This is an optimization exercise on Yosys and OpenROAD, whose aim is small area and a short achievable clock period, not a production implementation.
The RTL was checked by simulation tests, not by an equivalence proof against the original design.

$ cat flow/run.sh
#!/bin/bash
# synth_recipe.tcl (not shown) runs the flow's synth.tcl, then flattens the netlist and writes it again
# the make line also repeats each setting of config.mk as NAME=value (left out here)
make -C /OpenROAD-flow-scripts/flow DESIGN_CONFIG=/design/flow/config.mk WORK_HOME=/design/flow/orfs CLKGATE_MAP_FILE= SYNTH_SCRIPT=/design/flow/synth_recipe.tcl finish
$ cat flow/config.mk
export PLATFORM = sky130hd
export DESIGN_NAME = mmm_nlp_90b_pip
export DESIGN_NICKNAME = mmm_nlp_90b_pip
export VERILOG_FILES = /design/flow/design.v
export SDC_FILE = /design/flow/constraint.sdc
export NUM_CORES = 8
export LEC_CHECK = 0
export CAP_MARGIN = 20
export CORE_MARGIN = 2
export CORE_UTILIZATION = 40
export SLEW_MARGIN = 20
$ cat flow/constraint.sdc
create_clock -name core_clock -period 8.5 [get_ports {i_clk}]
set_input_delay 1.7000 -clock core_clock [delete_from_list [all_inputs] [get_ports {i_clk}]]
set_output_delay 1.7000 -clock core_clock [all_outputs]
set_load 0.01 [all_outputs]
$ cat flow/design.v
module mmm_nlp_90b_pip#(
    parameter       ODW         =       181,
    parameter       IDW         =       90,
    parameter       OAW         =       24,
    parameter       OBW         =       16,
    parameter       LATENCY3	=	    1
)(
    input                       i_clk,
    input                       i_rstn,
    input   [IDW-1:0]           i_a,
    input   [IDW-1:0]           i_b,
    input                       i_carry,
    output  [ODW-1:0]           o_res
);
    localparam      RESW        =       OAW + OBW;
    localparam      ORSW        =       RESW + 1;
    localparam      LSW         =       88;
    localparam      HSW         =       93;
    reg     [ODW-1:0]           res;
    wire    [OAW-1:0]           x0;
    wire    [OAW-1:0]           x1;
    wire    [OAW-1:0]           x2;
    wire    [OAW-1:0]           x3;
    wire    [OBW-1:0]           y0;
    wire    [OBW-1:0]           y1;
    wire    [OBW-1:0]           y2;
    wire    [OBW-1:0]           y3;
    wire    [OBW-1:0]           y4;
    wire    [OBW-1:0]           y5;
    reg     [RESW-1:0]          x0y0;
    reg     [RESW-1:0]          x0y1;
    reg     [RESW-1:0]          x0y2;
    reg     [RESW-1:0]          x0y3;
    reg     [RESW-1:0]          x0y4;
    reg     [RESW-1:0]          x0y5;
    reg     [RESW-1:0]          x1y0;
    reg     [RESW-1:0]          x1y1;
    reg     [RESW-1:0]          x1y2;
    reg     [RESW-1:0]          x1y3;
    reg     [RESW-1:0]          x1y4;
    reg     [RESW-1:0]          x1y5;
    reg     [RESW-1:0]          x2y0;
    reg     [RESW-1:0]          x2y1;
    reg     [RESW-1:0]          x2y2;
    reg     [RESW-1:0]          x2y3;
    reg     [RESW-1:0]          x2y4;
    reg     [RESW-1:0]          x2y5;
    reg     [RESW-1:0]          x3y0;
    reg     [RESW-1:0]          x3y1;
    reg     [RESW-1:0]          x3y2;
    reg     [RESW-1:0]          x3y3;
    reg     [RESW-1:0]          x3y4;
    reg     [RESW-1:0]          x3y5;
    assign  {x3,x2,x1,x0}       =   {6'b0,i_a};
    assign  {y5,y4,y3,y2,y1,y0} =   {6'b0,i_b};
    always @(posedge i_clk or negedge i_rstn) begin
        if(!i_rstn) begin
            x0y0    <=   {RESW{1'b0}};
            x0y1    <=   {RESW{1'b0}};
            x0y2    <=   {RESW{1'b0}};
            x0y3    <=   {RESW{1'b0}};
            x0y4    <=   {RESW{1'b0}};
            x0y5    <=   {RESW{1'b0}};
            x1y0    <=   {RESW{1'b0}};
            x1y1    <=   {RESW{1'b0}};
            x1y2    <=   {RESW{1'b0}};
            x1y3    <=   {RESW{1'b0}};
            x1y4    <=   {RESW{1'b0}};
            x1y5    <=   {RESW{1'b0}};
            x2y0    <=   {RESW{1'b0}};
            x2y1    <=   {RESW{1'b0}};
            x2y2    <=   {RESW{1'b0}};
            x2y3    <=   {RESW{1'b0}};
            x2y4    <=   {RESW{1'b0}};
            x2y5    <=   {RESW{1'b0}};
            x3y0    <=   {RESW{1'b0}};
            x3y1    <=   {RESW{1'b0}};
            x3y2    <=   {RESW{1'b0}};
            x3y3    <=   {RESW{1'b0}};
            x3y4    <=   {RESW{1'b0}};
            x3y5    <=   {RESW{1'b0}};
        end
        else begin
            x0y0    <=   x0 * y0;    
            x0y1    <=   x0 * y1;    
            x0y2    <=   x0 * y2;    
            x0y3    <=   x0 * y3;    
            x0y4    <=   x0 * y4;    
            x0y5    <=   x0 * y5;    
            x1y0    <=   x1 * y0;   
            x1y1    <=   x1 * y1;
            x1y2    <=   x1 * y2;
            x1y3    <=   x1 * y3;
            x1y4    <=   x1 * y4;
            x1y5    <=   x1 * y5;
            x2y0    <=   x2 * y0;
            x2y1    <=   x2 * y1;
            x2y2    <=   x2 * y2;
            x2y3    <=   x2 * y3;
            x2y4    <=   x2 * y4;
            x2y5    <=   x2 * y5;
            x3y0    <=   x3 * y0;
            x3y1    <=   x3 * y1;
            x3y2    <=   x3 * y2;
            x3y3    <=   x3 * y3;
            x3y4    <=   x3 * y4;
            x3y5    <=   x3 * y5;
        end
    end
    generate
        if(LATENCY3) begin
            reg                         carry_reg1;
            reg                         carry_reg2;
            reg     [ODW-1:0]           shift_r_a_80;
            reg     [ODW-1:0]           shift_r_b_64;
            reg     [ODW-1:0]           shift_r_c_72;
            reg     [ODW-1:0]           shift_r_d_48;
            reg     [ODW-1:0]           shift_r_136b;
            reg     [ODW-1:0]           shift_r_120b;
            reg     [ODW-1:0]           shift_r_104b;
            reg     [ODW-1:0]           shift_r_152b;
            reg     [ODW-1:0]           shift_r_128b;
            always @(posedge i_clk or negedge i_rstn) begin
                if(!i_rstn) begin
                    carry_reg1      <=  1'b0;
                    carry_reg2      <=  1'b0;
                end
                else begin
                    carry_reg1      <=  i_carry;
                    carry_reg2      <=  carry_reg1;
                end 
            end
            always @(posedge i_clk or negedge i_rstn) begin
                if(!i_rstn) begin
                    shift_r_136b    <=  {ODW{1'b0}};
                    shift_r_120b    <=  {ODW{1'b0}};
                    shift_r_104b    <=  {ODW{1'b0}};
                    shift_r_152b    <=  {ODW{1'b0}};
                    shift_r_128b    <=  {ODW{1'b0}};
                    shift_r_a_80    <=  {ODW{1'b0}};
                    shift_r_b_64    <=  {ODW{1'b0}};
                    shift_r_c_72    <=  {ODW{1'b0}};
                    shift_r_d_48    <=  {ODW{1'b0}};
                end
                else begin
                    shift_r_136b    <=  {x3y4,x2y3,x1y2,x0y1} << 16;
                    shift_r_120b    <=  {x3y3,x2y2,x1y1,x0y0};
                    shift_r_104b    <=  {x3y2,x2y1,x1y0} << 24;
                    shift_r_152b    <=  {x3y5,x2y4,x1y3,x0y2} << 32;
                    shift_r_128b    <=  {x2y5,x1y4,x0y3} << 48;
                    shift_r_a_80    <=  {x0y5} << 80;
                    shift_r_b_64    <=  {x1y5,x0y4} << 64;
                    shift_r_c_72    <=  {x3y0} << 72;
                    shift_r_d_48    <=  {x3y1,x2y0} << 48;
                end
            end
            always @(posedge i_clk or negedge i_rstn) begin
                if(!i_rstn)
                    res     <=  {(ODW){1'b0}};
                else 
                    res     <=  shift_r_136b + shift_r_120b + shift_r_104b + shift_r_152b + shift_r_128b + shift_r_a_80 + shift_r_b_64 + shift_r_c_72 + shift_r_d_48 + carry_reg2;
            end
        end
        else begin
            reg                         carry_reg1;
            always @(posedge i_clk or negedge i_rstn) begin
                if(!i_rstn) begin
                    carry_reg1      <=  1'b0;
                end
                else begin
                    carry_reg1      <=  i_carry;
                end 
            end
            always @(posedge i_clk or negedge i_rstn) begin
                if(!i_rstn)
                    res     <=  {(ODW){1'b0}};
                else 
                    res     <=  {x3y4,x2y3,x1y2,x0y1} << 16 + {x3y3,x2y2,x1y1,x0y0} + {x3y2,x2y1,x1y0} << 24 + 
                                {x3y5,x2y4,x1y3,x0y2} << 32 + {x2y5,x1y4,x0y3} << 48 + {x0y5} << 80 +
                                {x1y5,x0y4} << 64 + {x3y0} << 72 + {x3y1,x2y0} << 48 + carry_reg1;
            end
        end
    endgenerate
    assign  o_res = res;
endmodule   
==> reports/qor.yml <==
cts.path.max_buffers: 4
grt_use_total_pct: 27.24
synth_area_leaders: "fa_1 41%, dfrtp_1 15%, ha_1 11%"
antenna_found_initial: 157
yosysTopAreaCell: "fa_1"
clk_pin_slew_ns: 0.07
cp-end-kind: "flip-flop"
synth_top_area_share_pct: 41.49
finalCriticalPeriod_ns: 8.130
critPathMaxStageDelay_ns: 0.63
synthArstFlopShare_pct: 100.0
crit_top_cell: "fa_1"
globalplace.congestion: 0.9712
yosys.cell_count.top_type: "inv_1"
period_share_pct: 95.65
final_hold_viol_count: 0
grt_pass1_wl_um: 1704000
fillCellCount: 79844
start_util_pct: 40.11
drt-total-wl_um: 1126000
die_x_um: 917.2
finClkSkew_ns: 0.1989
port_buffers: 363
placed_cell_area_um2: 364100
synth_enable_flop_cells: 0
hold_slack_ns: 0.1934
design_area_um2: 373000
ctsResizeCount: 0
outcome: "timing/DRC/antenna clean"
drt_pass1_iterations: 7
required_ns: 9.39
grt_max_degree: 174
wl_per_cell_um: 23.72
syn_area_per_cell_um2: 9.505
slew_headroom_pct: 8.375
hold_buffers: 0
core_um2: 831600
overflow: 0
fp-row-count: 335
yosys_warnings: 1
drt_iter0_markers: 17888
fmax_mhz: 123.0
num_vias: 242052
insertion_delay_ns: 1.13
area_growth_syn_to_layout_pct: 11.83
synthCells: 35093
cts_root_buf: "clkbuf_16"
ios: 364
die_area_um2: 841200
viasPerCell: 5.097
grt_pass1_vias: 263605
drc: 0
drive_gt1_share_pct: 8.182
cts_made_buffers: 245
post_cts_buffers: 0
holdCritPathClass: "flip-flop to flip-flop"
ys_seq_area_share_pct: 14.88
synth_seq_cells: 1983
worst_pin_slew_ns: 1.360
die_h_um: 917.2
cap_violations: 0
finalSetupViolCount: 0
synth_common_cells: "7929 x inv_1, 6914 x fa_1, 5314 x nand2_1"
num-nets-final: 46010
synth_cell_types: 104
ys.flop_type: "dfrtp_1"
hpwlAfterDp_um: 950800
syn_area_um2: 333600
rr_worst_depth: 19
cts_tree: "built"
holdPathStages: 0
cp-start-kind: "primary input"
rsz0062_at_grt: "no"
slew_violations: 0
slowest_stage: "fa_1"
h-tree-depth: 4
worst_ep_arrival_time_ns: 9.02
critPathKind: "primary input to flip-flop"
syn-num-nets: 45070
cts.sinks: 1983
critPathMaxFanout: 11
ant_nets: 0
==> critical path, delay by kind of cell <==
family          cells  cell delay [ns]
xor+xnor            1             0.13
buf+inv             8             1.00
simple gates        2             0.17
compound gates     11             2.54
fa+ha+maj           7             3.43
==> state kept, by name (all words and copies together), names as in the netlist, 74 cells and up <==
register              count
genblk1.shift_r_104b    114
genblk1.shift_r_120b    154
genblk1.shift_r_136b    154
genblk1.shift_r_b_64     74
genblk1.shift_r_152b    148
genblk1.shift_r_d_48     74
genblk1.shift_r_128b    114
res                     181
==> metal layers <==
metal | wire length [um] | global-route usage (%) | share of wire (%) | vias up
met1 | 446100 | 35.01 | 40 | 126369
li1 | - | - | - | 105104
met3 | 84570 | 4.998 | 7.5 | 1926
met5 | 292 | 0 | 0.026 | -
met4 | 76070 | 15.00 | 6.8 | 46
met2 | 519500 | 43.73 | 46 | 8607
==> layout make-up <==
cell class                 instances  area, um^2  area share (%)
sequential                      1983       49620           13.30
timing repair buffer            2602       23780           6.375
inverter                        7929       29760           7.978
multi-input combinational      23272      247000           66.22
clock buffer                     295        6571           1.762
clock inverter                   158        2016          0.5403
tap                            11121       13910           3.730
antenna                          133       332.8         0.08922
==> per-stage QoR <==
step                      setup TNS [ns]  worst slack (ns)  util [%]  instances
after floorplan                        0            0.2289         -      35093
after global placement            -27.60           -0.5608     43.78      46906
after detailed placement          -28.40           -0.4798     43.78      46906
after CTS                              0            0.5258     44.81      47359
after global routing                   0           0.06055     44.85      47456
final                                  0            0.3697     44.86      47493
==> cell families (layout without fill, tap and decap cells) <==
group | Yosys count | count (layout) | share of synthesized area (%)
other cells | 0 | 133 | 0
buf+inv | 9838 | 10984 | 11.07
fa+ha+maj | 9794 | 9794 | 52.30
mux | 3 | 3 | 0.009003
xor+xnor | 965 | 965 | 2.534
compound gates | 2538 | 2538 | 4.919
flops | 1983 | 1983 | 14.88
simple gates | 9972 | 9972 | 14.29
==> worst paths after layout <==
check                      slack [ns]                        end                       from
min                              0.19  genblk1.shift_r_a_80[102]                   x0y5[22]
max                              0.37                   x0y4[39]                    i_b[65]
min in group asynchronous        0.60                   x2y3[23]                     i_rstn
max in group asynchronous        5.78                    res[61]                     i_rstn
min reg2reg                      0.19  genblk1.shift_r_a_80[102]                   x0y5[22]
max reg2reg                      0.52                   res[151]  genblk1.shift_r_a_80[102]
==> layout by cell type (no fill, tap or decap), drive strengths merged, types with 133 or more instances in the layout <==
master         netlist  layout
inv               7929    7967
fa                6914    6914
nand2             5314    5314
and2              3273    3273
ha                2880    2880
buf                  8    2420
dfrtp             1983    1983
a21oi              874     874
xnor2              694     694
nor2               493     493
a21o               440     440
o21ai              431     431
clkbuf            1901     295
xor2               271     271
clkdlybuf4s50        0     182
o21bai             180     180
nand3              151     151
nor3               143     143
diode                0     133

[separate check: timing with driven ports]
No port has a modelled driver above. Below, the same layout with a new extraction and two added sets of constraints.
Step 1: set_driving_cell puts a clkbuf_16 on i_clk and a buf_2 on each other input, an assumption about the parent block.
Step 2, shift: input delay + t, output delay - t, t = (earliest + latest rising clock arrival at the registers) / 2. This alone moves slack from input paths to output paths.
Three values: ideal ports, drivers, drivers and shift; two values: the first two.
shift t [ns]: 1.191
setup WS [ns]: 0.370 / 0.347 / -0.844
hold slack, ns: 0.193 / 0.193 / 0.193
worst setup path after step 2: input to register
slew at the worst register clock pin (ns): 0.08 / 0.08
With both steps, setup timing fails in this run, where it was met with ideal ports. For this run, drivers alone change the setup slack by -0.023 ns; drivers and shift together by -1.214 ns.
